This design comes from an exercise in tuning for small area, a short achievable clock period and few clock cycles on the open sky130 flow, not from production work.
At most, simulation tests tie the RTL to the original design; equivalence was not proved.
Only the layout flow was run in runs 1, 2 and 4 to 6; the RTL was not checked for function there.

==> flow/design.v <==
module B2BCD_IP #(parameter WIDTH = 4, parameter DIGIT = 2) (
    Binary_code,
    BCD_code
);
input  [WIDTH-1:0]   Binary_code;
output reg [DIGIT*4-1:0] BCD_code;
integer i, j;
always @(*) begin
    BCD_code = 0;
    for (i = WIDTH - 1; i >= 0; i = i - 1) begin
        for (j = 0; j < DIGIT; j = j + 1)
            if (BCD_code[j*4 +: 4] >= 5) BCD_code[j*4 +: 4] = BCD_code[j*4 +: 4] + 4'd3;
        BCD_code = {BCD_code[DIGIT*4-2:0], Binary_code[i]};
    end
end
endmodule
module UT_TOP (
    clk, rst_n, in_valid, in_time,
    out_valid, out_display, out_day
);
input clk, rst_n, in_valid;
input [30:0] in_time;
output reg out_valid;
output reg [3:0] out_display;
output reg [2:0] out_day;
reg [4:0] cnt;                 
reg [27:0] S;                  
reg [4:0] hh;                  
reg [2:0] m1; reg [3:0] m0;    
reg [2:0] s1; reg [3:0] s0;    
reg [2:0] w;                   
reg [10:0] RB;                 
reg [2:0] yt; reg [3:0] yn;    
wire idle = (cnt == 5'd0);
wire ph_a = (cnt >= 5'd1) && (cnt <= 5'd4);
wire ph_b = (cnt >= 5'd5) && (cnt <= 5'd8);
function [3:0] dec10; input [3:0] d;
    reg c;
    begin
        c = d[3] | d[2] & (d[1] | d[0]);
        dec10 = {c, d[3] & d[0] | ~c & d[2], d[1] & (~d[2] | d[0]) | d[3] & ~d[0], d[0] ^ c};
    end
endfunction
function [2:0] dec6; input [2:0] d;
    reg c;
    begin
        c = d[2] | d[1] & d[0];
        dec6 = {c, d[2] & d[0] | ~d[2] & d[1] & ~d[0], d[0] ^ c};
    end
endfunction
reg [4:0] th; reg [2:0] tm1; reg [3:0] tm0; reg [2:0] ts1; reg [3:0] ts0;
reg [27:0] tS; reg [6:0] qd;
reg [3:0] e0, e2; reg [2:0] e1, e3; reg c4;
integer k;
always @(*) begin
    th = hh; tm1 = m1; tm0 = m0; ts1 = s1; ts0 = s0; tS = S;
    for (k = 6; k >= 0; k = k - 1) begin
        e0 = dec10(ts0); e1 = dec6(ts1); e2 = dec10(tm0); e3 = dec6(tm1);
        c4 = th[4] | (th[3] & th[2]);
        ts0 = {e0[2:0], tS[27]};
        ts1 = {e1[1:0], e0[3]};
        tm0 = {e2[2:0], e1[2]};
        tm1 = {e3[1:0], e2[3]};
        th  = {th[4] & th[2] | ~c4 & th[3], c4 ? th[4] & ~th[2] : th[2], th[1:0], e3[2]};
        tS  = {tS[26:0], c4};
        qd[k] = c4;
    end
end
function [2:0] wstep; input [2:0] v; input b;
    reg [2:0] t;
    begin
        t = {v[1:0], v[2]};
        wstep = b ? ((t == 3'd7) ? 3'd1 : t + 3'd1) : t;
    end
endfunction
reg [2:0] w_n;
integer j;
always @(*) begin
    w_n = w;
    for (j = 6; j >= 0; j = j - 1) w_n = wstep(w_n, S[j]);
end
reg [1:0] bb;
always @(*) begin
    case (cnt[1:0])
    2'd1: bb = S[5:4];
    2'd2: bb = S[3:2];
    2'd3: bb = S[1:0];
    default: bb = 2'b10;
    endcase
end
wire [11:0] x1 = {RB, bb[1]};
wire q1 = x1 >= 12'd1461;
wire [10:0] r1 = q1 ? x1 - 12'd1461 : x1[10:0];
wire [11:0] x2 = {r1, bb[0]};
wire q2 = x2 >= 12'd1461;
wire [10:0] r2 = q2 ? x2 - 12'd1461 : x2[10:0];
wire [3:0] ya = dec10({1'b0, yt});
wire [3:0] yb = dec10(yn);
wire [3:0] yc = dec10({ya[2:0], yb[3]});
wire [3:0] yd = dec10({yb[2:0], q1});
wire [2:0] yt_n = {yc[1:0], yd[3]};
wire [3:0] yn_n = {yd[2:0], q2};
wire y2k = S[14:0] >= 15'd10957;
wire leap = ~yn[0] & (yn[1] ^ yt[0]);         
wire [8:0] doy = RB[10:2];
wire late = doy >= (leap ? 9'd60 : 9'd59);
wire [8:0] d2 = doy + (late ? (leap ? 9'd1 : 9'd2) : 9'd0);
wire hi = d2 >= 9'd214;
wire [7:0] r = hi ? d2 - 9'd214 : d2;
wire [7:0] rs = RB[7:0];
wire [1:0] pair = rs >= 8'd183 ? 2'd3 : rs >= 8'd122 ? 2'd2 : rs >= 8'd61 ? 2'd1 : 2'd0;
wire [5:0] rr = rs - pair * 6'd61;
wire sec = rr >= 6'd31;
wire [4:0] d0 = sec ? rr - 6'd31 : rr;       
wire [3:0] mon = (RB[10] ? 4'd8 : 4'd1) + RB[9:7];
reg [3:0] dt, dn;
always @(*) begin
    if (RB[4:0] >= 5'd29)      begin dt = 3; dn = RB[4:0] - 5'd29; end
    else if (RB[4:0] >= 5'd19) begin dt = 2; dn = RB[4:0] - 5'd19; end
    else if (RB[4:0] >= 5'd9)  begin dt = 1; dn = RB[4:0] - 5'd9;  end
    else                       begin dt = 0; dn = RB[4:0] + 5'd1;  end
end
always @(posedge clk or negedge rst_n) begin
    if (!rst_n) cnt <= 0;
    else if (idle) cnt <= in_valid ? 5'd1 : 5'd0;
    else if (cnt == 5'd20) cnt <= 0;
    else cnt <= cnt + 1;
end
always @(posedge clk) begin
    if (idle) begin
        S <= in_time[27:0];
        hh <= 0; m1 <= 0; m0 <= 0; s1 <= 0; s0 <= {1'b0, in_time[30:28]};
    end else if (ph_a) begin
        S <= tS; hh <= th; m1 <= tm1; m0 <= tm0; s1 <= ts1; s0 <= ts0;
    end
end
always @(posedge clk) begin
    if (idle) w <= 3'd2;
    else if (cnt >= 5'd2 && cnt <= 5'd5) w <= w_n;
end
always @(posedge clk) begin
    if (cnt == 5'd4) begin
        RB <= {2'b0, tS[14:6]};
        yt <= 0; yn <= 0;
    end else if (ph_b) begin
        RB <= r2;
        yt <= yt_n; yn <= yn_n;
    end else if (cnt == 5'd9)  RB <= {3'b0, r[7:0]} | {hi, 10'b0};
    else if (cnt == 5'd10) RB <= {RB[10], pair, sec, 2'b0, d0};
end
always @(posedge clk or negedge rst_n) begin
    if (!rst_n) begin
        out_valid <= 0; out_display <= 0; out_day <= 0;
    end else begin
        out_valid <= (cnt >= 5'd7);
        out_day <= (cnt >= 5'd7 && w != 3'd7) ? w : 3'd0;
        case (cnt)
        7:  out_display <= y2k ? 4'd2 : 4'd1;
        8:  out_display <= y2k ? 4'd0 : 4'd9;
        9:  out_display <= (yt >= 3'd3) ? {1'b0, yt} - 4'd3 : {1'b0, yt} + 4'd7;
        10: out_display <= yn;
        11: out_display <= {3'b0, RB[10] & (RB[9:8] != 2'b00)};
        12: out_display <= (mon >= 4'd10) ? mon - 4'd10 : mon;
        13: out_display <= dt;
        14: out_display <= dn;
        15: out_display <= (hh >= 5'd20) ? 4'd2 : (hh >= 5'd10) ? 4'd1 : 4'd0;
        16: out_display <= (hh >= 5'd20) ? hh - 5'd20 : (hh >= 5'd10) ? hh - 5'd10 : hh;
        17: out_display <= {1'b0, m1};
        18: out_display <= m0;
        19: out_display <= {1'b0, s1};
        20: out_display <= s0;
        default: out_display <= 0;
        endcase
    end
end
endmodule
==> flow/flow/run.sh <==
#!/bin/bash
# Standard ORFS flow (the standard.sh), with the port buffers the standard flow's flow
# inserts on every input and output made from buf_2 cells instead of the
# default delay-buffer cell.
set -e
export BUFFER_PORTS_ARGS="-buffer_cell sky130_fd_sc_hd__buf_2"
ls -la > listing.log 2>&1
bash standard.sh > standard.log 2>&1
==> flow/standard.sh <==
#!/bin/bash
# synth_recipe.tcl (not shown) runs the flow's synth.tcl, then flattens the netlist and writes it again
# the make line also repeats each setting of config.mk as NAME=value (left out here)
make -C /OpenROAD-flow-scripts/flow DESIGN_CONFIG=/design/flow/config.mk WORK_HOME=/design/flow/orfs CLKGATE_MAP_FILE= SYNTH_SCRIPT=/design/flow/synth_recipe.tcl "${@:-finish}"
==> flow/config.mk <==
export PLATFORM = sky130hd
export DESIGN_NAME = UT_TOP
export DESIGN_NICKNAME = UT_TOP
export VERILOG_FILES = /design/flow/design.v
export SDC_FILE = /design/flow/constraint.sdc
export NUM_CORES = 4
export LEC_CHECK = 0
export ABC_AREA = 1
export CAP_MARGIN = 20
export CORE_MARGIN = 2
export CORE_UTILIZATION = 40
export SLEW_MARGIN = 20
==> flow/constraint.sdc <==
create_clock -name core_clock -period 20.0 [get_ports {clk}]
set_input_delay 4.0000 -clock core_clock [delete_from_list [all_inputs] [get_ports {clk}]]
set_output_delay 4.0000 -clock core_clock [all_outputs]
set_load 0.01 [all_outputs]
==> out/results.ini, run 1 <==
[worst_hold_path]
hold_start=w[0]
hold_path.class=flip-flop to flip-flop
whs_path_depth=2
holdPathEnd=w[0]

[synth]
synth_seq_cells=81
synth_edf_count=40
synth_xor_area_share_pct=3.94
synth-simple-area-share_pct=27.3
synth_cell_type_count=57
synth_top_family_by_area=simple AND/OR/NAND/NOR gates
yosysTopAreaCellShare_pct=15.4
synthesis.nets=1258
ys.flop_type=edfxtp_1
avgSynthCellArea_um2=6.66
synthArstFlopShare_pct=16.0
synthAdderAreaFrac_pct=9.33
ys_top_cells_by_area=edfxtp_1 15%, nand2_1 14%, ha_1 8.0%
yosysSeqAreaShare_pct=26.8
syn_area_um2=7780
yosysWarnings=1
synth_cells=1169
synth_top_area_cell=edfxtp_1
synthMuxAreaShare_pct=0
synth-compound-area-share_pct=22.4

[global_routing]
track_usage_pct=21.9
grt_max_degree=55
overflow=0
grt_pass1_vias=7004
antenna_found_initial=0
grt_first_pass_wirelength_mm=35.5

[worst_setup_path]
crit_fanout=5
crit_required_ps=20210
rr_worst_depth=31
r2r_end=w[2]
arrival_ps=5860
cp_common_cell=ha_1
end_kind=flip-flop
cp-start-kind=flip-flop
critPathKind=flip-flop to flip-flop
rrSetupSlack_ps=14350
reg2reg_from=w[2]
critPathMaxStageDelay_ps=350
slowest_stage=dfxtp_1

[detailed_routing]
wl_per_cell_um=14.7
postRouteAntennaNets=0
wl_mm=21.7
vias_per_cell=5.19
vias=7656
firstDrtPassIters=5
remaining_drc_errors=0
drt_iter0_markers=581

[clock_tree]
clk_path_buf_depth=2
clkSinkCount=81
clkTransAtPathRegs_ps=60
hold_buffers=0
htreeDepth=3
numCtsBuffers=9
cts_tree=yes
post-cts-setup-buffers=0
cts_resized=0
root_buffer=clkbuf_16
insertion_delay_ps=360

[sta]
layout_min_cycle_time_ps=5650
finalHoldViolations=0
clock_skew_ps=14.2
slew_headroom_pct=30.4
setup_slack_ps=14350
grt_setup_unrepaired=false
totalNegativeSetupSlack_ps=0
period_share_pct=28.2
drv_slew=0
tightest_slew_ps=1040
setup_violations=0
fmax_mhz=177

[place]
dpl_cell_area_um2=8270
hpwl_mm=17.1
gp_congestion=0.925
detailedPlace.worstSlack_ps=14410
io_buffers=41

[die]
die_area_um2=20600
design.core.area_um2=19300
rows=51
die_w_um=143
start_util_pct=40.4
ios=42
die_y_um=143

[finish]
nets=1294
seq_area_um2=2090
fillers=2055
diodes=0
multi_input_area_um2=4910
drive_above_1_share_pct=10.8
area_growth_pct=9.99
final_cell_area_um2=8560

[flow_run]
max-cap-violations=0

[run_status]
outcome=complete, no violations

[critical path, delay by kind of cell (launching register included)]
kind / cells / cell delay (ps)
AO/OA/AOI/OAI: 10 / 1260
adder cells (fa/ha/maj): 14 / 3140
flip-flops: 1 / 350
AND/OR/NAND/NOR: 7 / 750
[worst max path at each step]
stage          startpoint  slack [ps]  endpoint  depth (start not counted)
6_report             w[2]       14350      w[2]                         31
5_1_grt              w[2]       13830      w[2]                         31
4_1_cts              w[2]       14350      w[2]                         31
3_5_place_dp         w[2]       14410      w[2]                         31
3_3_place_gp         w[2]       14620      w[2]                         31
2_1_floorplan        w[2]       14930      w[2]                         31
[metal layers]
metal	share of wire, %	global-route usage, %
met4	1.9	6.81
met3	5.0	2.70
met1	48	30.7
met2	45	35.2
met5	0	0
[flip-flops by register name, summed over array words and instances (netlist names), 4 cells and up]
| register | flops |
|---|---|
| out_display | 4 |
| s0 | 4 |
| hh | 5 |
| cnt | 5 |
| S | 28 |
| yn | 4 |
| RB | 11 |
| m0 | 4 |
[cells in the final DEF (no fill, tap or decap), types with 8 or more instances in the layout]
cell type,synthesis,final
dfxtp_1,28,28
nor2_1,99,98
nor3_1,16,16
o21ai_0,102,102
dfrtp_1,13,13
inv_2,20,20
nand3_1,53,53
o21ai_2,11,11
o22ai_1,8,8
a21oi_1,58,58
nand2_1,293,293
edfxtp_1,40,40
xor2_1,31,31
o21ai_1,22,22
a31oi_1,18,18
buf_2,5,41
clkbuf_16,0,9
ha_1,50,50
inv_1,166,166
o211ai_1,11,11
nand2_2,19,19
[layout make-up]
type | instances | area share (%)
Clock buffer | 11 | 2.72
Clock inverter | 5 | 0.643
Inverter | 188 | 8.29
Multi-Input combinational cell | 880 | 57.3
Sequential cell | 81 | 24.4
Tap cell | 265 | 3.87
Timing Repair Buffer | 45 | 2.75
[cell usage after synthesis, drive strengths merged, types with 2 or more instances]
library cell	number
a211oi	4
a21boi	6
a21oi	62
a221oi	6
a22o	2
a22oi	7
a311oi	2
a31oi	18
a32oi	2
buf	6
clkbuf	14
dfrtp	13
dfxtp	28
edfxtp	40
fa	5
ha	50
inv	187
nand2	317
nand3	53
nand3b	2
nand4	7
nor2	99
nor3	16
nor4	2
o2111ai	2
o211ai	11
o21a	3
o21ai	137
o21bai	4
o221ai	3
o22ai	8
o31ai	4
or2	8
xnor2	4
xor2	31
[through the flow]
stage	hold slack, ps	std cells	utilization, %
CTS	487	1475	44.4
global placement	480	1459	42.9
floorplan	458	1169	-
finish	489	1475	44.4
detailed placement	477	1459	42.9
global route	531	1475	44.4
[cells by family after synthesis]
| kind of cell | Yosys count |
|---|---|
| and+or+nand+nor | 505 |
| AOI/OAI and AO/OA | 285 |
| buffers and inverters | 208 |
| DFF | 81 |
| adders and majority gates | 55 |
| xor gates and xnor gates | 35 |
==> inputs of run 2 (changes only) <==
==> flow/run.sh (new file) <==
#!/bin/bash
# synth_recipe.tcl (not shown) runs the flow's synth.tcl, then flattens the netlist and writes it again
# the make line also repeats each setting of config.mk as NAME=value (left out here)
make -C /OpenROAD-flow-scripts/flow DESIGN_CONFIG=/design/flow/config.mk WORK_HOME=/design/flow/orfs CLKGATE_MAP_FILE= SYNTH_SCRIPT=/design/flow/synth_recipe.tcl finish
--- a/flow/config.mk
+++ b/flow/config.mk
@@ -9,4 +9,4 @@
 export CAP_MARGIN = 20
 export CORE_MARGIN = 2
-export CORE_UTILIZATION = 40
+export CORE_UTILIZATION = 70
 export SLEW_MARGIN = 20
removed: flow/flow/run.sh
removed: flow/standard.sh
==> run 2 against run 1 <==
Net effect:
- sequential share of layout area rose by 0.13 points
- maximum frequency fell by 3.4%
- first-iteration DRC count rose by 41%
- largest cell class unchanged
- global-route usage rose by 15 points
- hold slack improved by 12 ps
- still clean
- cell count fell by 8.5%
==> out/results.ini, run 2 <==
[clock_tree]
numCtsBuffers=9  ; unchanged
cts_resized=0  ; unchanged
insertion_delay_ps=390  ; +30 ps
root_buffer=clkbuf_8
clk_path_buf_depth=2  ; unchanged
clkTransAtPathRegs_ps=90  ; +30 ps
htreeDepth=3  ; unchanged
hold_buffers=0  ; unchanged
clkSinkCount=81  ; unchanged
cts_tree=yes
post-cts-setup-buffers=0  ; unchanged

[synth]
avgSynthCellArea_um2=6.66  ; unchanged
synthTopCellsByCount=293 x nand2_1, 166 x inv_1, 102 x o21ai_0, 99 x nor2_1, 58 x a21oi_1
synth_cells=1169  ; unchanged
yosysTopAreaCellShare_pct=15.4  ; unchanged
synth_top_area_cell=edfxtp_1
synth_most_common_cell=nand2_1
synth_seq_cells=81  ; unchanged
ys_top_cells_by_area=edfxtp_1 15%, nand2_1 14%, ha_1 8.0%
yosysSeqAreaShare_pct=26.8  ; unchanged
yosysWarnings=1  ; unchanged
ys.flop_type=edfxtp_1
synthArstFlopShare_pct=16.0  ; unchanged
synth_cell_type_count=57  ; unchanged
synth_edf_count=40  ; unchanged
syn_area_um2=7780  ; unchanged
synthesis.nets=1258  ; unchanged

[die]
start_util_pct=71.8  ; +31 points
ios=42  ; unchanged
die_w_um=109  ; -24%
design.core.area_um2=10800  ; -44%
rows=38  ; -25%
die_area_um2=12000  ; -42%
die_y_um=109  ; -24%

[finish]
diodes=0  ; unchanged
largest_register_ff_count=28  ; unchanged
area_growth_pct=9.41
drive_above_1_share_pct=7.52  ; -3.3 points
fillers=858  ; -58%
regMostFlops=S
nets=1294  ; unchanged
final_cell_mix=293 x nand2_1, 166 x inv_1, 102 x o21ai_0
reg_top3=S: 28 flops, RB: 11 flops
final_cell_area_um2=8510  ; -0.53%
layout_commonest_cell=nand2_1

[place]
dpl_cell_area_um2=8320  ; +0.59%
io_buffers=41  ; unchanged
gp_congestion=0.986  ; +6.6%
hpwl_mm=16.4  ; -4.0%

[worst_setup_path]
slowest_stage=dfxtp_1
crit_required_ps=20260  ; +50 ps
arrival_ps=6110  ; +250 ps
cp-start-kind=flip-flop
critPathKind=flip-flop to flip-flop
critPathMaxStageDelay_ps=360  ; about the same
critPathBufInv=0  ; unchanged
end_kind=flip-flop
worst_path_dominant_cell_family=adder cells
crit_fanout=5  ; unchanged
cp_common_cell=ha_1

[global_routing]
grt_first_pass_wirelength_mm=34.0  ; -4.0%
overflow=0  ; unchanged
track_usage_pct=36.6  ; +15 points
grt_pass1_vias=7202  ; +2.8%
antenna_found_initial=0  ; unchanged
grt_max_degree=55  ; unchanged

[detailed_routing]
vias=7979  ; +4.2%
wl_per_cell_um=15.7  ; +7.0%
wl_mm=21.2  ; -2.0%
drt_iter0_markers=818  ; +41%
postRouteAntennaNets=0  ; unchanged
remaining_drc_errors=0  ; unchanged
firstDrtPassIters=5  ; unchanged
vias_per_cell=5.91  ; +14%

[run_status]
outcome=complete, no violations

[sta]
period_share_pct=29.2  ; +1.0 points
clock_skew_ps=15.9  ; +1.64 ps
drv_slew=0  ; unchanged
grt_setup_unrepaired=false
slew_headroom_pct=37.8  ; +7.4 points
totalNegativeSetupSlack_ps=0  ; unchanged
layout_min_cycle_time_ps=5850  ; +200 ps
fmax_mhz=171  ; -3.4%
tightest_slew_ps=930  ; -114 ps
setup_violations=0  ; unchanged
finalHoldViolations=0  ; unchanged

[flow_run]
max-cap-violations=0  ; unchanged

[worst_hold_path]
hold_path.class=flip-flop to flip-flop

==> run 2: cell counts after synthesis <==
Identical to the previous run, type by type.
==> run 2: metrics by stage <==
stage               util, %  cells  setup slack (ps)  hold WS (ps)
CTS                    78.5   1350             14230           504
finish                 78.5   1350             14150           501
detailed placement     76.7   1334             14300           491
global route           78.5   1350             13720           544
global placement       76.7   1334             14680           478
floorplan                 -   1169             14930           458
==> run 2: logic make-up after synthesis <==
| logic type | share of synthesized area, % |
|---|---|
| adder cells (fa/ha/maj) | 9.33 |
| XOR/XNOR | 3.94 |
| flip-flops | 26.8 |
| AO/OA/AOI/OAI | 22.4 |
| buffers and inverters | 10.2 |
| AND/OR/NAND/NOR | 27.3 |
==> run 2: cell type report <==
cell class              instances  area (µm²)  share of cell area (%)
repair buffers                 45         440                    5.17
inverters                     188         709                    8.33
well taps                     140         175                    2.06
clock inverters                 6        66.3                   0.779
multi-input cells             880        4910                    57.6
flip-flops and latches         81        2090                    24.5
clock buffers                  10         128                    1.50
==> run 2: worst reg2reg max path, delay by kind of cell, from the launching register on <==
family,cells,cell delay (ps)
and+or+nand+nor,7,810
AOI/OAI and AO/OA,10,1350
DFF,1,360
adders and majority gates,14,3190
==> run 2: per-layer routing <==
layer | vias to the layer above | track usage [%] | share of wire, % | wire [µm]
met1 | 3565 | 46.6 | 42 | 8900
li1 | 3964 | - | - | -
met2 | 378 | 58.8 | 45 | 9620
met4 | 0 | 17.5 | 3.8 | 801
met3 | 72 | 8.18 | 9.0 | 1910
met5 | - | 0 | 0 | 0
==> run 2: path summary, 6_finish.rpt <==
kind / from / to / slack (ps) / cells past startpoint
worst min register to register: w[0] / w[0] / 500 / 2
worst max register to register: w[2] / w[2] / 14150 / 31
min in group asynchronous: rst_n / cnt[0] / 4010 / 1
max in group asynchronous: rst_n / cnt[4] / 15530 / 1
worst min-delay path: w[0] / w[0] / 500 / 2
worst max-delay path: w[2] / w[2] / 14150 / 31
==> inputs of run 3 (changes only) <==
--- a/flow/design.v
+++ b/flow/design.v
@@ -67,17 +67,5 @@
     end
 end
-function [2:0] wstep; input [2:0] v; input b;
-    reg [2:0] t;
-    begin
-        t = {v[1:0], v[2]};
-        wstep = b ? ((t == 3'd7) ? 3'd1 : t + 3'd1) : t;
-    end
-endfunction
-reg [2:0] w_n;
-integer j;
-always @(*) begin
-    w_n = w;
-    for (j = 6; j >= 0; j = j - 1) w_n = wstep(w_n, S[j]);
-end
+wire [2:0] w_n = ({w, 1'b0} + S[6] + S[5:3] + S[2:0]) % 7;   
 reg [1:0] bb;
 always @(*) begin
@@ -154,5 +142,5 @@
     end else begin
         out_valid <= (cnt >= 5'd7);
-        out_day <= (cnt >= 5'd7 && w != 3'd7) ? w : 3'd0;
+        out_day <= (cnt >= 5'd7) ? w : 3'd0;
         case (cnt)
         7:  out_display <= y2k ? 4'd2 : 4'd1;
--- a/flow/config.mk
+++ b/flow/config.mk
@@ -9,4 +9,4 @@
 export CAP_MARGIN = 20
 export CORE_MARGIN = 2
-export CORE_UTILIZATION = 70
+export CORE_UTILIZATION = 40
 export SLEW_MARGIN = 20
==> run 3 against run 2 <==
Net effect:
- hold slack got worse by 46 ps
- setup slack improved by 630 ps
- maximum frequency rose by 12%
- wire length rose by 1.4%
- critical path depth fell by 30
- clock-buffer cell count fell by 1
- die area rose by 73%
- first-iteration DRC count fell by 28%
- cell area rose by 4.0%
- critical path type is now flip-flop to output port
- highest routed layer unchanged
==> out/results.ini, run 3 <==
[global_routing]
grt_first_pass_wirelength_mm=34.9  ; +2.4%
overflow=0  ; unchanged
grt_max_degree=47  ; -15%
antenna_found_initial=0  ; unchanged
track_usage_pct=21.4  ; -15 points
grt_pass1_vias=6889  ; -4.3%

[finish]
drive_above_1_share_pct=9.63  ; +2.1 points
area_growth_pct=12.7
nets=1264  ; -2.3%
regMostFlops=S
final_cell_area_um2=8850  ; +4.0%
fillers=2015  ; +130%
final_cell_mix=267 x nand2_1, 175 x inv_1, 91 x o21ai_0
fin_util_pct=45.8  ; -33 points
reg_top3=S: 28 flops, RB: 11 flops
diodes=0  ; unchanged
largest_register_ff_count=28  ; unchanged
layout_commonest_cell=nand2_1

[worst_setup_path]
crit_fanout=1  ; -4
r2r_end=RB[6]
cp-start-kind=flip-flop
worst_path_dominant_cell_family=buffers and inverters
arrival_ps=1220  ; -4890 ps
critPathMaxStageDelay_ps=530  ; +170 ps
end_kind=output port
critPathKind=flip-flop to output port
rrSetupSlack_ps=15130  ; +980 ps
slowest_stage=clkdlybuf4s50_1
reg2reg_from=yt[0]
critPathBufInv=1  ; +1
rr_worst_depth=25  ; -19%
crit_required_ps=16000  ; -4260 ps
cp_cell_sequence=clkdlybuf4s50_1
crit_start=out_day[0]

[clock_tree]
post-cts-setup-buffers=0  ; unchanged
clkTransAtPathRegs_ps=70  ; -20 ps
clk_path_buf_depth=2  ; unchanged
insertion_delay_ps=350  ; -40 ps
htreeDepth=3  ; unchanged
clkSinkCount=81  ; unchanged
cts_resized=0  ; unchanged
hold_buffers=0  ; unchanged
cts_tree=yes
root_buffer=clkbuf_16
numCtsBuffers=9  ; unchanged

[place]
dpl_cell_area_um2=8530  ; +2.5%
hpwl_mm=17.0  ; +3.6%
gp_congestion=0.916  ; -7.1%
io_buffers=41  ; unchanged

[sta]
tightest_slew_ps=734  ; -196 ps
clock_skew_ps=10.1  ; -5.78 ps
period_share_pct=26.1  ; -3.1 points
setup_violations=0  ; unchanged
drv_slew=0  ; unchanged
grt_setup_unrepaired=false
layout_min_cycle_time_ps=5220  ; -625 ps
fmax_mhz=191  ; +12%
totalNegativeSetupSlack_ps=0  ; unchanged
slew_headroom_pct=50.9  ; +13 points
finalHoldViolations=0  ; unchanged

[detailed_routing]
wl_per_cell_um=14.9  ; -5.5%
drt_iter0_markers=592  ; -28%
remaining_drc_errors=0  ; unchanged
firstDrtPassIters=6  ; +1
postRouteAntennaNets=0  ; unchanged
wl_mm=21.5  ; +1.4%
vias_per_cell=5.14  ; -13%
vias=7442  ; -6.7%

[synth]
synth_edf_count=40  ; unchanged
yosysWarnings=1  ; unchanged
synthesis.nets=1228  ; -2.4%
yosysTopAreaCellShare_pct=15.3  ; -0.14 points
synth_cell_type_count=67  ; +18%
avgSynthCellArea_um2=6.87  ; +3.2%
ys_top_cells_by_area=edfxtp_1 15%, nand2_1 13%, inv_1 8.4%
synth_seq_cells=81  ; unchanged
synthArstFlopShare_pct=16.0  ; unchanged
synth_most_common_cell=nand2_1
yosysSeqAreaShare_pct=26.6  ; -0.25 points
synth_cells=1143  ; -2.2%
synthTopCellsByCount=267 x nand2_1, 175 x inv_1, 91 x o21ai_0, 86 x nor2_1
ys.flop_type=edfxtp_1
synth_top_area_cell=edfxtp_1
syn_area_um2=7850  ; +0.93%

[flow_run]
max-cap-violations=0  ; unchanged

[run_status]
outcome=complete, no violations

[worst_hold_path]
whs_path_depth=2  ; unchanged
holdPathEnd=out_day[2]
hold_path.class=flip-flop to flip-flop
hold_start=w[2]

[die]
die_w_um=144  ; +32%
die_area_um2=20800  ; +73%
ios=42  ; unchanged
start_util_pct=40.6  ; -31 points
design.core.area_um2=19300  ; +78%
rows=51  ; +34%
die_y_um=144  ; +32%

run 3: metrics by stage:
step / setup WS [ps] / hold WS, ps / cells
2_1_floorplan: 15570 / 420 / 1143
3_3_place_gp: 15050 / 456 / 1433
3_5_place_dp: 15030 / 456 / 1433
4_1_cts: 14750 / 463 / 1449
5_1_grt: 14660 / 497 / 1449
6_report: 14780 / 455 / 1449
run 3: cell type report:
cell class	instances	area [µm²]	area share, %
inverter	202	763	8.62
sequential	81	2090	23.6
timing repair buffer	44	433	4.89
multi-input combinational	841	4910	55.5
tap	265	332	3.75
clock inverter	7	98.8	1.12
clock buffer	9	225	2.54
run 3: cell families (layout without fill, tap and decap cells):
logic type	Yosys count	in the layout	synth area share, %
mux	2	2	0.271
flops	81	81	26.6
fa+ha+maj	51	51	8.99
buf+inv	221	262	11.0
xor+xnor	42	42	4.78
simple gates	469	469	26.0
compound gates	277	277	22.4
run 3: how the worst max path moves through the flow:
| stage | end | slack, ps | cells after the start |
|---|---|---|---|
| global placement | out_display[1] | 15050 | 1 |
| detailed placement | out_display[1] | 15030 | 1 |
| floorplan | s0[2] | 15570 | 1 |
| global route | RB[6] | 14660 | 25 |
| CTS | out_day[0] | 14750 | 1 |
| finish | out_day[0] | 14780 | 1 |
run 3: per-layer routing:
layer  routed length, µm  track usage, %
met1               10000            28.3
met2               10300            37.2
met3                 906            2.28
met4                 318            6.04
met5                   0               0
Testbench counts of run 3, summed over its fixed seeds: cycles 7,032.
==> inputs of run 4 (changes only) <==
--- a/flow/design.v
+++ b/flow/design.v
@@ -34,5 +34,5 @@
 wire idle = (cnt == 5'd0);
 wire ph_a = (cnt >= 5'd1) && (cnt <= 5'd4);
-wire ph_b = (cnt >= 5'd5) && (cnt <= 5'd8);
+wire ph_b = (cnt >= 5'd5) && (cnt <= 5'd8);    
 function [3:0] dec10; input [3:0] d;
     reg c;
@@ -67,20 +67,31 @@
     end
 end
-wire [2:0] w_n = ({w, 1'b0} + S[6] + S[5:3] + S[2:0]) % 7;   
+function [2:0] add7; input [2:0] a; input [2:0] b;
+    reg [3:0] t;
+    begin
+        t = a + b;
+        add7 = t[2:0] + t[3];
+    end
+endfunction
+wire [2:0] w_n = add7(add7({w[1:0], w[2]}, S[5:3]), add7(S[2:0], {2'b0, S[6]}));
 reg [1:0] bb;
 always @(*) begin
     case (cnt[1:0])
-    2'd1: bb = S[5:4];
-    2'd2: bb = S[3:2];
-    2'd3: bb = S[1:0];
-    default: bb = 2'b10;
+    2'd1: bb = S[4:3];
+    2'd2: bb = S[2:1];
+    2'd3: bb = {S[0], 1'b1};
+    default: bb = 2'b00;
     endcase
 end
 wire [11:0] x1 = {RB, bb[1]};
 wire q1 = x1 >= 12'd1461;
-wire [10:0] r1 = q1 ? x1 - 12'd1461 : x1[10:0];
-wire [11:0] x2 = {r1, bb[0]};
+wire [10:0] r1a = q1 ? x1 - 12'd1461 : x1[10:0];
+wire [11:0] x2 = {r1a, bb[0]};
 wire q2 = x2 >= 12'd1461;
 wire [10:0] r2 = q2 ? x2 - 12'd1461 : x2[10:0];
+wire [12:0] z = {RB, 1'b0};
+wire [13:0] za1 = {1'b0, z} - 14'd1461;
+wire q1s = ~za1[13];
+wire [10:0] r1 = q1s ? za1[10:0] : z[10:0];
 wire [3:0] ya = dec10({1'b0, yt});
 wire [3:0] yb = dec10(yn);
@@ -90,4 +101,5 @@
 wire [3:0] yn_n = {yd[2:0], q2};
 wire y2k = S[14:0] >= 15'd10957;
+wire [3:0] ytf = {yt, yn >= 4'd5};
 wire leap = ~yn[0] & (yn[1] ^ yt[0]);         
 wire [8:0] doy = RB[10:2];
@@ -112,5 +124,5 @@
     if (!rst_n) cnt <= 0;
     else if (idle) cnt <= in_valid ? 5'd1 : 5'd0;
-    else if (cnt == 5'd20) cnt <= 0;
+    else if (cnt == 5'd19) cnt <= 0;
     else cnt <= cnt + 1;
 end
@@ -129,9 +141,12 @@
 always @(posedge clk) begin
     if (cnt == 5'd4) begin
-        RB <= {2'b0, tS[14:6]};
+        RB <= {1'b0, tS[14:5]};
         yt <= 0; yn <= 0;
-    end else if (ph_b) begin
+    end else if (ph_b && cnt != 5'd8) begin
         RB <= r2;
         yt <= yt_n; yn <= yn_n;
+    end else if (ph_b) begin
+        RB <= r1;
+        yt <= {ya[1:0], yb[3]}; yn <= {yb[2:0], q1s};
     end else if (cnt == 5'd9)  RB <= {3'b0, r[7:0]} | {hi, 10'b0};
     else if (cnt == 5'd10) RB <= {RB[10], pair, sec, 2'b0, d0};
@@ -141,21 +156,21 @@
         out_valid <= 0; out_display <= 0; out_day <= 0;
     end else begin
-        out_valid <= (cnt >= 5'd7);
-        out_day <= (cnt >= 5'd7) ? w : 3'd0;
+        out_valid <= (cnt >= 5'd6);
+        out_day <= (cnt >= 5'd6 && w != 3'd7) ? w : 3'd0;
         case (cnt)
-        7:  out_display <= y2k ? 4'd2 : 4'd1;
-        8:  out_display <= y2k ? 4'd0 : 4'd9;
-        9:  out_display <= (yt >= 3'd3) ? {1'b0, yt} - 4'd3 : {1'b0, yt} + 4'd7;
-        10: out_display <= yn;
-        11: out_display <= {3'b0, RB[10] & (RB[9:8] != 2'b00)};
-        12: out_display <= (mon >= 4'd10) ? mon - 4'd10 : mon;
-        13: out_display <= dt;
-        14: out_display <= dn;
-        15: out_display <= (hh >= 5'd20) ? 4'd2 : (hh >= 5'd10) ? 4'd1 : 4'd0;
-        16: out_display <= (hh >= 5'd20) ? hh - 5'd20 : (hh >= 5'd10) ? hh - 5'd10 : hh;
-        17: out_display <= {1'b0, m1};
-        18: out_display <= m0;
-        19: out_display <= {1'b0, s1};
-        20: out_display <= s0;
+        6:  out_display <= y2k ? 4'd2 : 4'd1;
+        7:  out_display <= y2k ? 4'd0 : 4'd9;
+        8:  out_display <= (ytf >= 4'd3) ? ytf - 4'd3 : ytf + 4'd7;
+        9:  out_display <= yn;
+        10: out_display <= {3'b0, RB[10] & (RB[7:0] >= 8'd61)};
+        11: out_display <= (mon >= 4'd10) ? mon - 4'd10 : mon;
+        12: out_display <= dt;
+        13: out_display <= dn;
+        14: out_display <= (hh >= 5'd20) ? 4'd2 : (hh >= 5'd10) ? 4'd1 : 4'd0;
+        15: out_display <= (hh >= 5'd20) ? hh - 5'd20 : (hh >= 5'd10) ? hh - 5'd10 : hh;
+        16: out_display <= {1'b0, m1};
+        17: out_display <= m0;
+        18: out_display <= {1'b0, s1};
+        19: out_display <= s0;
         default: out_display <= 0;
         endcase
==> flow/flow/run.sh (new file) <==
#!/bin/bash
# Standard ORFS flow (the standard.sh), with the port buffers the standard flow's flow
# inserts on every input and output made from buf_2 cells instead of the
# default delay-buffer cell.
set -e
export BUFFER_PORTS_ARGS="-buffer_cell sky130_fd_sc_hd__buf_2"
bash standard.sh > standard.log 2>&1
==> flow/standard.sh (new file) <==
#!/bin/bash
# synth_recipe.tcl (not shown) runs the flow's synth.tcl, then flattens the netlist and writes it again
# the make line also repeats each setting of config.mk as NAME=value (left out here)
make -C /OpenROAD-flow-scripts/flow DESIGN_CONFIG=/design/flow/config.mk WORK_HOME=/design/flow/orfs CLKGATE_MAP_FILE= SYNTH_SCRIPT=/design/flow/synth_recipe.tcl "${@:-finish}"
--- a/flow/config.mk
+++ b/flow/config.mk
@@ -9,4 +9,4 @@
 export CAP_MARGIN = 20
 export CORE_MARGIN = 2
-export CORE_UTILIZATION = 40
+export CORE_UTILIZATION = 70
 export SLEW_MARGIN = 20
removed: flow/run.sh
==> run 4 against run 3 <==
Net effect:
- still clean on timing, DRC and antenna
- synthesized area up 5.0%
- sequential cell count unchanged
- hold slack better by 48 ps
- non-clock buffer count up 3
- cell area about the same
- core utilization up 31 points
- global-route usage up 16 points
- maximum frequency up 3.9%
- largest cell class unchanged
==> out/results.ini, run 4 <==
[worst_hold_path]
hold_path.class=flip-flop to flip-flop
holdPathEnd=out_day[1]
hold_start=w[1]
whs_path_depth=2  ; unchanged

[die]
die_y_um=113  ; -22%
die_w_um=113  ; -22%
start_util_pct=71.9  ; +31 points
ios=42  ; unchanged
rows=39  ; -24%
design.core.area_um2=11500  ; -41%
die_area_um2=12700  ; -39%

[synth]
synthTopCellsByCount=317 x nand2_1, 185 x inv_1, 105 x nor2_1, 99 x o21ai_0, 69 x nand3_1
synth_cell_type_count=71  ; +6.0%
yosysTopAreaCellShare_pct=14.9  ; -0.37 points
yosysWarnings=1  ; unchanged
synthArstFlopShare_pct=16.0  ; unchanged
synth_cells=1251  ; +9.4%
synth_edf_count=41  ; +2.5%
avgSynthCellArea_um2=6.59  ; -4.0%
synth_seq_cells=81  ; unchanged
ys_top_cells_by_area=edfxtp_1 15%, nand2_1 14%, inv_1 8.4%
synthesis.nets=1345  ; +9.5%
synth_most_common_cell=nand2_1
yosysSeqAreaShare_pct=25.4  ; -1.1 points
synth_top_area_cell=edfxtp_1
syn_area_um2=8250  ; +5.0%
ys.flop_type=edfxtp_1

[clock_tree]
htreeDepth=3  ; unchanged
cts_tree=yes
insertion_delay_ps=360  ; about the same
clk_path_buf_depth=2  ; unchanged
cts_resized=0  ; unchanged
post-cts-setup-buffers=0  ; unchanged
hold_buffers=0  ; unchanged
clkTransAtPathRegs_ps=70  ; about the same
root_buffer=clkbuf_16
clkSinkCount=81  ; unchanged
numCtsBuffers=9  ; unchanged

[worst_setup_path]
critPathKind=flip-flop to flip-flop
crit_fanout=9  ; +8
r2r_end=RB[4]
cp_common_cell=nand2_1
crit_required_ps=20180  ; +4180 ps
critPathMaxStageDelay_ps=460  ; -70 ps
end_kind=flip-flop
slowest_stage=a311oi_1
reg2reg_from=yt[0]
arrival_ps=5210  ; +3990 ps
rrSetupSlack_ps=14970  ; -160 ps
cp-start-kind=flip-flop
rr_worst_depth=28  ; +12%

[sta]
totalNegativeSetupSlack_ps=0  ; unchanged
tightest_slew_ps=1000  ; +269 ps
setup_violations=0  ; unchanged
setup_slack_ps=14970  ; +196 ps
drv_slew=0  ; unchanged
clock_skew_ps=8.98  ; -1.10 ps
grt_setup_unrepaired=false
fmax_mhz=199  ; +3.9%
layout_min_cycle_time_ps=5030  ; -196 ps
worst_hold_slack_ps=503  ; +47.9 ps
slew_headroom_pct=32.9  ; -18 points
period_share_pct=25.1  ; -0.98 points
finalHoldViolations=0  ; unchanged

[place]
detailedPlace.worstSlack_ps=15140  ; +110 ps
io_buffers=41  ; unchanged
gp_congestion=1.04  ; +14%
hpwl_mm=18.2  ; +6.8%

[finish]
reg_top3=S: 28 flops, RB: 11 flops
diodes=0  ; unchanged
nets=1377  ; +8.9%
area_growth_pct=7.33
fillers=890  ; -56%
regMostFlops=S
drive_above_1_share_pct=10.8  ; +1.2 points
final_cell_mix=317 x nand2_1, 185 x inv_1, 105 x nor2_1
largest_register_ff_count=28  ; unchanged
layout_commonest_cell=nand2_1

[detailed_routing]
wl_mm=23.7  ; +10%
vias_per_cell=6.05  ; +18%
drt_iter0_markers=985  ; +66%
vias=8653  ; +16%
wl_per_cell_um=16.6  ; +12%
remaining_drc_errors=0  ; unchanged
postRouteAntennaNets=0  ; unchanged
firstDrtPassIters=7  ; +1

[global_routing]
track_usage_pct=37.6  ; +16 points
overflow=0  ; unchanged
antenna_found_initial=0  ; unchanged
grt_max_degree=41  ; -13%
grt_pass1_vias=8039  ; +17%
grt_first_pass_wirelength_mm=38.2  ; +9.6%

[flow_run]
max-cap-violations=0  ; unchanged

[run_status]
outcome=complete, no violations

[run 4: changes by cell type in the layout (fill, tap and decap cells not counted), sizes merged, moves of 6 or more]
| cell | before | now |
|---|---|---|
| buf | 3 | 47 |
| clkdlybuf4s50 | 41 | 0 |
| ha | 42 | 53 |
| inv | 203 | 213 |
| nand2 | 299 | 338 |
| nand3 | 62 | 70 |
| nor2 | 89 | 107 |
| nor3 | 7 | 13 |
[run 4: cells by family (layout without fill, tap and decap cells)]
group | after synthesis | after routing | share of synthesized area, %
AOI/OAI and AO/OA | 282 | 282 | 21.1
xor gates and xnor gates | 39 | 39 | 4.23
adders and majority gates | 60 | 60 | 9.74
buffers and inverters | 240 | 277 | 11.3
DFF | 81 | 81 | 25.4
muxes | 2 | 2 | 0.243
and+or+nand+nor | 547 | 547 | 28.0
[run 4: worst max-delay path, delay by kind of cell (launching register included)]
family / cells / cell delay [ps]
DFF: 1 / 450
buffers and inverters: 4 / 320
AOI/OAI and AO/OA: 9 / 1680
and+or+nand+nor: 11 / 1330
adders and majority gates: 4 / 1080
[run 4: cell type report]
class | count | area [µm²] | area share [%]
Clock buffer | 10 | 229 | 2.59
Tap cell | 143 | 179 | 2.02
Timing Repair Buffer | 47 | 250 | 2.83
Clock inverter | 6 | 72.6 | 0.820
Multi-Input combinational cell | 930 | 5220 | 59.0
Sequential cell | 81 | 2100 | 23.7
Inverter | 214 | 803 | 9.07
[run 4: per-layer routing]
layer	share of wire, %	wire (µm)	global-route usage (%)	up-vias
met5	0	0	0	-
met2	43	10300	57.4	513
li1	-	-	-	4201
met3	12	2970	11.3	71
met1	42	9940	52.2	3868
met4	2.3	543	10.2	0
[run 4: worst max-delay path by stage]
stage            end  depth (start not counted)   startpoint
2_1_floorplan  s0[2]                          1  in_time[30]
3_3_place_gp   RB[4]                         28        yt[0]
3_5_place_dp   RB[4]                         28        yt[0]
4_1_cts        RB[4]                         28        yt[0]
5_1_grt        RB[4]                         28        yt[0]
6_report       RB[4]                         28        yt[0]
[run 4: through the flow]
step                      std cells  utilization [%]  instance area, µm²
final                          1431             77.2                8850
after floorplan                1251                -                8250
after global routing           1431             77.2                8850
after detailed placement       1415             74.6                8550
after CTS                      1431             77.2                8850
after global placement         1415             74.6                8550
==> inputs of run 5 (changes only) <==
--- a/flow/design.v
+++ b/flow/design.v
@@ -84,10 +84,11 @@
     endcase
 end
-wire [11:0] x1 = {RB, bb[1]};
-wire q1 = x1 >= 12'd1461;
-wire [10:0] r1a = q1 ? x1 - 12'd1461 : x1[10:0];
-wire [11:0] x2 = {r1a, bb[0]};
-wire q2 = x2 >= 12'd1461;
-wire [10:0] r2 = q2 ? x2 - 12'd1461 : x2[10:0];
+wire [12:0] y = {RB, bb};
+wire [13:0] ya1 = {1'b0, y} - 14'd1461;
+wire [13:0] ya2 = {1'b0, y} - 14'd2922;
+wire [13:0] ya3 = {1'b0, y} - 14'd4383;
+wire q1 = ~ya2[13];
+wire q2 = q1 ? ~ya3[13] : ~ya1[13];
+wire [10:0] r2 = q1 ? (q2 ? ya3[10:0] : ya2[10:0]) : (q2 ? ya1[10:0] : y[10:0]);
 wire [12:0] z = {RB, 1'b0};
 wire [13:0] za1 = {1'b0, z} - 14'd1461;
==> run 5 against run 4 <==
Net effect:
- maximum frequency fell by 3.8%
- sequential share of layout area up 0.13 points
- still clean
- critical path type unchanged
- first-iteration DRC count increased by 34%
- cell count is 1.5% lower
- register-to-register slack got worse by 200 ps
- hold slack worse by 17 ps
- clock-buffer cell count is 3 higher
==> out/results.ini, run 5 <==
[run_status]
outcome=complete, no violations

[finish]
final_cell_mix=273 x nand2_1, 182 x inv_1, 99 x nor2_1, 99 x o21ai_0, 72 x a21oi_1
regMostFlops=S
nets=1355  ; -1.6%
largest_register_ff_count=28  ; unchanged
drive_above_1_share_pct=11.1  ; +0.28 points
area_growth_pct=7.24  ; about the same
layout_commonest_cell=nand2_1
fillers=890  ; unchanged
fin_util_pct=77.1  ; -0.11 points
reg_top3=S: 28 flops, RB: 11 flops

[clock_tree]
clkSinkCount=81  ; unchanged
root_buffer=clkbuf_16
clk_path_buf_depth=2  ; unchanged
cts_tree=yes
numCtsBuffers=9  ; unchanged
cts_resized=0  ; unchanged
clkTransAtPathRegs_ps=60  ; about the same
post-cts-setup-buffers=0  ; unchanged
insertion_delay_ps=350  ; about the same
htreeDepth=3  ; unchanged
hold_buffers=0  ; unchanged

[detailed_routing]
wl_per_cell_um=17.3  ; +4.1%
drt_iter0_markers=1321  ; +34%
wl_mm=24.3  ; +2.5%
firstDrtPassIters=6  ; -1
vias_per_cell=6.17  ; +2.0%
postRouteAntennaNets=0  ; unchanged
remaining_drc_errors=0  ; unchanged
vias=8691  ; +0.44%

[worst_setup_path]
cp-start-kind=flip-flop
slowest_stage=edfxtp_1
critPathMaxStageDelay_ps=620  ; +160 ps
end_kind=flip-flop
crit_required_ps=20080  ; -100 ps
critPathKind=flip-flop to flip-flop
rrSetupSlack_ps=14770  ; -200 ps
crit_fanout=11  ; +2
cp_common_cell=inv_1
arrival_ps=5310  ; +100 ps
r2r_end=RB[6]
rr_worst_depth=27  ; -3.6%
reg2reg_from=RB[2]
critPathBufInv=6  ; +2
worst_path_dominant_cell_family=adder cells

[synth]
avgSynthCellArea_um2=6.67  ; +1.2%
synthArstFlopShare_pct=16.0  ; unchanged
yosysSeqAreaShare_pct=25.5  ; +0.12 points
syn_area_um2=8210  ; -0.49%
yosysWarnings=1  ; unchanged
synth_most_common_cell=nand2_1
ys.flop_type=edfxtp_1
synthesis.nets=1325  ; -1.5%
ys_top_cells_by_area=edfxtp_1 15%, nand2_1 12%, inv_1 8.3%
yosysTopAreaCellShare_pct=15.0  ; +0.073 points
synthTopCellsByCount=273 x nand2_1, 182 x inv_1, 99 x nor2_1, 99 x o21ai_0, 72 x a21oi_1
synth_cells=1230  ; -1.7%
synth_cell_type_count=59  ; -17%
synth_top_area_cell=edfxtp_1
synth_seq_cells=81  ; unchanged
synth_edf_count=41  ; unchanged

[worst_hold_path]
holdPathEnd=out_day[2]
hold_path.class=flip-flop to flip-flop
hold_start=w[2]
whs_path_depth=2  ; unchanged

[sta]
setup_violations=0  ; unchanged
clock_skew_ps=9.34  ; +0.365 ps
drv_slew=0  ; unchanged
grt_setup_unrepaired=false
slew_headroom_pct=39.7  ; +6.9 points
totalNegativeSetupSlack_ps=0  ; unchanged
setup_slack_ps=14770  ; -201 ps
tightest_slew_ps=898  ; -105 ps
fmax_mhz=191  ; -3.8%
period_share_pct=26.1  ; +1.0 points
finalHoldViolations=0  ; unchanged
layout_min_cycle_time_ps=5230  ; +201 ps
worst_hold_slack_ps=485  ; -17.1 ps

[global_routing]
grt_pass1_vias=8084  ; +0.56%
track_usage_pct=39.5  ; +1.8 points
grt_max_degree=49  ; +20%
grt_first_pass_wirelength_mm=39.9  ; +4.4%
antenna_found_initial=1  ; +1
overflow=0  ; unchanged

[die]
design.core.area_um2=11400  ; -0.42%
die_y_um=112  ; -0.24%
die_w_um=112  ; -0.24%
start_util_pct=71.9  ; about the same
ios=42  ; unchanged
die_area_um2=12600  ; -0.47%
rows=39  ; unchanged

[place]
detailedPlace.worstSlack_ps=15000  ; -140 ps
gp_congestion=1.02  ; -2.4%
hpwl_mm=18.7  ; +3.0%
io_buffers=41  ; unchanged

[flow_run]
max-cap-violations=0  ; unchanged

==> run 5: cell types whose count changed after synthesis, moves of 7 or more <==
cell	change
o21ai_1	+7
inv_2	-10
a21oi_1	+15
nand2_1	-44
nand2_2	+7
==> run 5: metal layers <==
layer,part of all wire (%),up-vias,global-route usage (%)
li1,-,4180,-
met1,41,3904,55.3
met2,44,541,62.1
met3,12,66,7.51
met4,2.8,0,12.8
met5,0,-,0
==> run 5: layout make-up <==
| type | count | area (µm²) | share of cell area, % |
|---|---|---|---|
| inverters | 204 | 777 | 8.83 |
| multi-input cells | 916 | 5220 | 59.3 |
| repair buffers | 48 | 258 | 2.93 |
| clock buffers | 13 | 250 | 2.84 |
| flip-flops and latches | 81 | 2100 | 23.8 |
| well taps | 143 | 179 | 2.03 |
| clock inverters | 3 | 18.8 | 0.213 |
| diodes | 1 | 2.50 | 0.0284 |
==> run 5: logic make-up (layout without fill, tap and decap cells) <==
logic type / after synthesis / in the layout / synth area share, %
other: 0 / 1 / 0
DFF: 81 / 81 / 25.5
and+or+nand+nor: 505 / 505 / 26.5
muxes: 3 / 3 / 0.366
xor gates and xnor gates: 37 / 37 / 3.95
adders and majority gates: 61 / 61 / 9.94
AOI/OAI and AO/OA: 310 / 310 / 22.9
buffers and inverters: 233 / 268 / 10.9
==> run 5: metrics by stage <==
step	area (µm²)	instances
after floorplan	8210	1230
after global placement	8530	1392
after detailed placement	8530	1392
after CTS	8800	1408
after global routing	8800	1408
final	8800	1409
==> run 5: how the worst max path moves through the flow <==
stage                 from    end  depth (start not counted)  slack (ps)
6_report             RB[2]  RB[6]                         27       14770
3_5_place_dp         RB[2]  RB[6]                         27       15000
3_3_place_gp         RB[2]  RB[6]                         27       15190
2_1_floorplan  in_time[30]  s0[2]                          1       15570
4_1_cts              RB[2]  RB[6]                         27       14980
5_1_grt              RB[0]  RB[3]                         21       14420
==> run 5: worst min-delay path, delay by kind of cell (launching register included) <==
| family | cells | cell delay, ps |
|---|---|---|
| DFF | 1 | 320 |
| and+or+nand+nor | 1 | 50 |
| buffers and inverters | 1 | 80 |
==> inputs of run 6 (changes only) <==
--- a/flow/design.v
+++ b/flow/design.v
@@ -78,7 +78,7 @@
 always @(*) begin
     case (cnt[1:0])
-    2'd1: bb = S[4:3];
-    2'd2: bb = S[2:1];
-    2'd3: bb = {S[0], 1'b1};
+    2'd1: bb = S[4:3];            
+    2'd2: bb = S[9:8];            
+    2'd3: bb = {S[14], 1'b1};     
     default: bb = 2'b00;
     endcase
@@ -101,12 +101,12 @@
 wire [2:0] yt_n = {yc[1:0], yd[3]};
 wire [3:0] yn_n = {yd[2:0], q2};
-wire y2k = S[14:0] >= 15'd10957;
 wire [3:0] ytf = {yt, yn >= 4'd5};
 wire leap = ~yn[0] & (yn[1] ^ yt[0]);         
 wire [8:0] doy = RB[10:2];
-wire late = doy >= (leap ? 9'd60 : 9'd59);
-wire [8:0] d2 = doy + (late ? (leap ? 9'd1 : 9'd2) : 9'd0);
-wire hi = d2 >= 9'd214;
-wire [7:0] r = hi ? d2 - 9'd214 : d2;
+wire late = {doy, ~leap} >= 10'd119;           
+wire hi   = {doy, ~leap} >= 10'd425;           
+wire [8:0] kadd = hi ? (leap ? -9'd213 : -9'd212) : late ? (leap ? 9'd1 : 9'd2) : 9'd0;
+wire [8:0] rsum = doy + kadd;
+wire [7:0] r = rsum[7:0];
 wire [7:0] rs = RB[7:0];
 wire [1:0] pair = rs >= 8'd183 ? 2'd3 : rs >= 8'd122 ? 2'd2 : rs >= 8'd61 ? 2'd1 : 2'd0;
@@ -129,11 +129,16 @@
 end
 always @(posedge clk) begin
+    if (idle) S <= in_time[27:0];
+    else S <= tS;
+end
+always @(posedge clk) begin
     if (idle) begin
-        S <= in_time[27:0];
         hh <= 0; m1 <= 0; m0 <= 0; s1 <= 0; s0 <= {1'b0, in_time[30:28]};
     end else if (ph_a) begin
-        S <= tS; hh <= th; m1 <= tm1; m0 <= tm0; s1 <= ts1; s0 <= ts0;
+        hh <= th; m1 <= tm1; m0 <= tm0; s1 <= ts1; s0 <= ts0;
     end
 end
+reg y2k;
+always @(posedge clk) if (cnt == 5'd5) y2k <= S[14:0] >= 15'd10957;
 always @(posedge clk) begin
     if (idle) w <= 3'd2;
==> run 6 against run 5 <==
Net effect:
- still clean on timing, DRC and antenna
- non-clock buffer count down 1
- wire length down 5.2%
- critical path depth down 7
- die area down 2.6%
- critical endpoint is now RB[1]
- highest routed layer unchanged
==> out/results.ini, run 6 <==
[detailed_routing]
postRouteAntennaNets=0  ; unchanged
vias_per_cell=6.09  ; -1.3%
vias=8606  ; -0.98%
wl_mm=23.1  ; -5.2%
drt_iter0_markers=1121  ; -15%
remaining_drc_errors=0  ; unchanged
firstDrtPassIters=6  ; unchanged
wl_per_cell_um=16.3  ; -5.5%

[sta]
clock_skew_ps=12.8  ; +3.41 ps
tightest_slew_ps=940  ; +42.4 ps
setup_slack_ps=15070  ; +303 ps
finalHoldViolations=0  ; unchanged
drv_slew=0  ; unchanged
grt_setup_unrepaired=false
fmax_mhz=203  ; +6.1%
period_share_pct=24.6  ; -1.5 points
worst_hold_slack_ps=447  ; -38.0 ps
setup_violations=0  ; unchanged
totalNegativeSetupSlack_ps=0  ; unchanged
slew_headroom_pct=36.9  ; -2.8 points
layout_min_cycle_time_ps=4930  ; -303 ps

[worst_setup_path]
r2r_end=RB[1]
reg2reg_from=RB[0]
critPathKind=flip-flop to flip-flop
end_kind=flip-flop
cp-start-kind=flip-flop
arrival_ps=5010  ; -300 ps
crit_required_ps=20090  ; about the same
rr_worst_depth=20  ; -26%
rrSetupSlack_ps=15070  ; +300 ps
crit_fanout=14  ; +3

[synth]
ys_top_cells_by_area=nand2_1 14%, dfxtp_1 14%, ha_1 8.3%
avgSynthCellArea_um2=6.46  ; -3.2%
synthArstFlopShare_pct=15.9  ; -0.20 points
syn_area_um2=7990  ; -2.7%
synth_edf_count=14  ; -66%
yosysSeqAreaShare_pct=23.1  ; -2.4 points
synth_cell_type_count=65  ; +10%
synth_most_common_cell=nand2_1
synth_seq_cells=82  ; +1.2%
ys.flop_type=dfxtp_1
yosysTopAreaCellShare_pct=13.8  ; -1.2 points
synthesis.nets=1330  ; +0.38%
synth_top_area_cell=nand2_1
synthTopCellsByCount=294 x nand2_1, 166 x inv_1, 109 x nor2_1, 102 x o21ai_0, 75 x a21oi_1
synth_cells=1236  ; +0.49%
yosysWarnings=1  ; unchanged

[finish]
reg_top3=S: 28 flops, RB: 11 flops
diodes=0  ; -1
drive_above_1_share_pct=12.4  ; +1.4 points
final_cell_area_um2=8610  ; -2.2%
nets=1359  ; +0.30%
final_cell_mix=294 x nand2_1, 166 x inv_1, 109 x nor2_1
layout_commonest_cell=nand2_1
regMostFlops=S
final_cells=1413  ; +0.28%
fillers=886  ; -0.45%
fin_util_pct=76.4  ; -0.69 points
largest_register_ff_count=28  ; unchanged
area_growth_pct=7.83

[clock_tree]
root_buffer=clkbuf_16
clk_path_buf_depth=2  ; unchanged
clkTransAtPathRegs_ps=70  ; about the same
insertion_delay_ps=350  ; about the same
cts_resized=0  ; unchanged
clkSinkCount=82  ; +1.2%
numCtsBuffers=9  ; unchanged
htreeDepth=3  ; unchanged
hold_buffers=0  ; unchanged
post-cts-setup-buffers=0  ; unchanged
cts_tree=yes

[place]
dpl_cell_area_um2=8300  ; -2.7%
hpwl_mm=17.8  ; -4.8%
io_buffers=41  ; unchanged
detailedPlace.worstSlack_ps=15210  ; +208 ps
gp_congestion=1.04  ; +1.5%
dp.cells=1397  ; +0.36%

[global_routing]
grt_max_degree=48  ; -2.0%
overflow=0  ; unchanged
grt_pass1_vias=7889  ; -2.4%
antenna_found_initial=1  ; unchanged
grt_first_pass_wirelength_mm=38.0  ; -4.8%
track_usage_pct=37.9  ; -1.6 points

[die]
die_y_um=111  ; -1.3%
design.core.area_um2=11300  ; -1.3%
rows=39  ; unchanged
die_area_um2=12300  ; -2.6%
ios=42  ; unchanged
die_w_um=111  ; -1.3%
start_util_pct=70.9  ; -1.0 points

[worst_hold_path]
whs_path_depth=2  ; unchanged
holdPathEnd=S[23]
hold_start=S[16]
hold_path.class=flip-flop to flip-flop

[flow_run]
max-cap-violations=0  ; unchanged

[run_status]
outcome=complete, no violations

## run 6: cell types whose count changed after synthesis, moves of 4 or more
cell | previous run | this run
o22ai_1 | 11 | 7
edfxtp_1 | 41 | 14
nor3_1 | 17 | 13
dfxtp_1 | 27 | 55
o21ai_1 | 30 | 17
nor2_1 | 99 | 109
inv_2 | 15 | 20
nand2_1 | 273 | 294
xor2_1 | 27 | 16
nand2_2 | 26 | 30
inv_1 | 182 | 166
## run 6: cell families after synthesis
| kind of cell | synth area share [%] |
|---|---|
| xor+xnor | 2.95 |
| simple gates | 29.2 |
| mux | 0.125 |
| fa+ha+maj | 10.1 |
| compound gates | 23.8 |
| flops | 23.1 |
| buf+inv | 10.8 |
## run 6: worst max path at each step
stage / startpoint / endpoint / slack, ps / cells after the start
after floorplan: out_day[0] / out_day[0] / 15620 / 0
final: RB[0] / RB[1] / 15070 / 20
after CTS: out_display[2] / out_display[2] / 15160 / 1
after global routing: RB[0] / RB[2] / 14570 / 20
after detailed placement: RB[0] / RB[1] / 15210 / 20
after global placement: RB[0] / RB[1] / 15350 / 20
## run 6: layer usage
layer	GRT usage [%]	routed length, µm	vias up
met5	0	0	-
li1	-	-	4171
met2	56.7	9780	496
met3	6.56	2770	62
met1	54.6	9820	3877
met4	14.8	688	0
## run 6: worst max-delay path, cell delays in order (launching register included)
cell      delay [ps]
edfxtp_1         700
inv_1            260
ha_1             280
inv_1             90
nand3_1           80
a31oi_1          360
a21boi_0         250
inv_1            210
fa_1             440
inv_1             70
ha_1             250
a21oi_1          200
xor2_1           100
nor4_1           280
nor2_1           160
o211ai_1         240
nand3_1          110
o21ai_0          320
nand2_1          100
o211ai_1          80
o21ai_0          100
## run 6: area by class of cell
| cell class | count | area [µm²] | share of cell area (%) |
|---|---|---|---|
| clock buffers | 10 | 229 | 2.66 |
| clock inverters | 6 | 81.3 | 0.944 |
| inverters | 194 | 746 | 8.66 |
| multi-input cells | 931 | 5280 | 61.3 |
| flip-flops and latches | 82 | 1850 | 21.4 |
| well taps | 143 | 179 | 2.08 |
| repair buffers | 47 | 250 | 2.91 |

[re-timing with driven ports]
The flow's constraints put no driver on any port. The routed layouts listed below were extracted and timed again, unchanged, in two steps.
Step 1 (the two cells are an assumption about what drives the block):
set clk [get_ports {clk}]
set_driving_cell -lib_cell sky130_fd_sc_hd__clkbuf_16 $clk
set_driving_cell -lib_cell sky130_fd_sc_hd__buf_2 [delete_from_list [all_inputs] $clk]
Step 2 times the ports against the registers' clock, not the clock port: input delays grow and output delays shrink by t, the midpoint of the rising clock arrivals with the driver on.
Three values: ideal ports, drivers, drivers and shift; two values: the first two.
run | t (ns) | setup slack, ns | clock arrival spread, ns | worst register clock-pin slew, ns
run 1 | 0.392 | 14.350 / 14.350 / 14.350 | 0.016 / 0.015 | 0.07 / 0.07
run 2 | 0.420 | 14.150 / 14.150 / 14.150 | 0.016 / 0.016 | 0.10 / 0.10
run 3 | 0.389 | 14.775 / 14.731 / 15.079 | 0.011 / 0.012 | 0.07 / 0.07
run 4 | 0.391 | 14.972 / 14.972 / 14.972 | 0.009 / 0.009 | 0.07 / 0.07
run 5 | 0.384 | 14.771 / 14.771 / 14.771 | 0.009 / 0.010 | 0.07 / 0.07
run 6 | 0.386 | 15.073 / 15.073 / 15.073 | 0.012 / 0.013 | 0.07 / 0.07
After both steps every run listed still meets setup and hold. The worst setup slack also covers recovery checks on asynchronous resets.
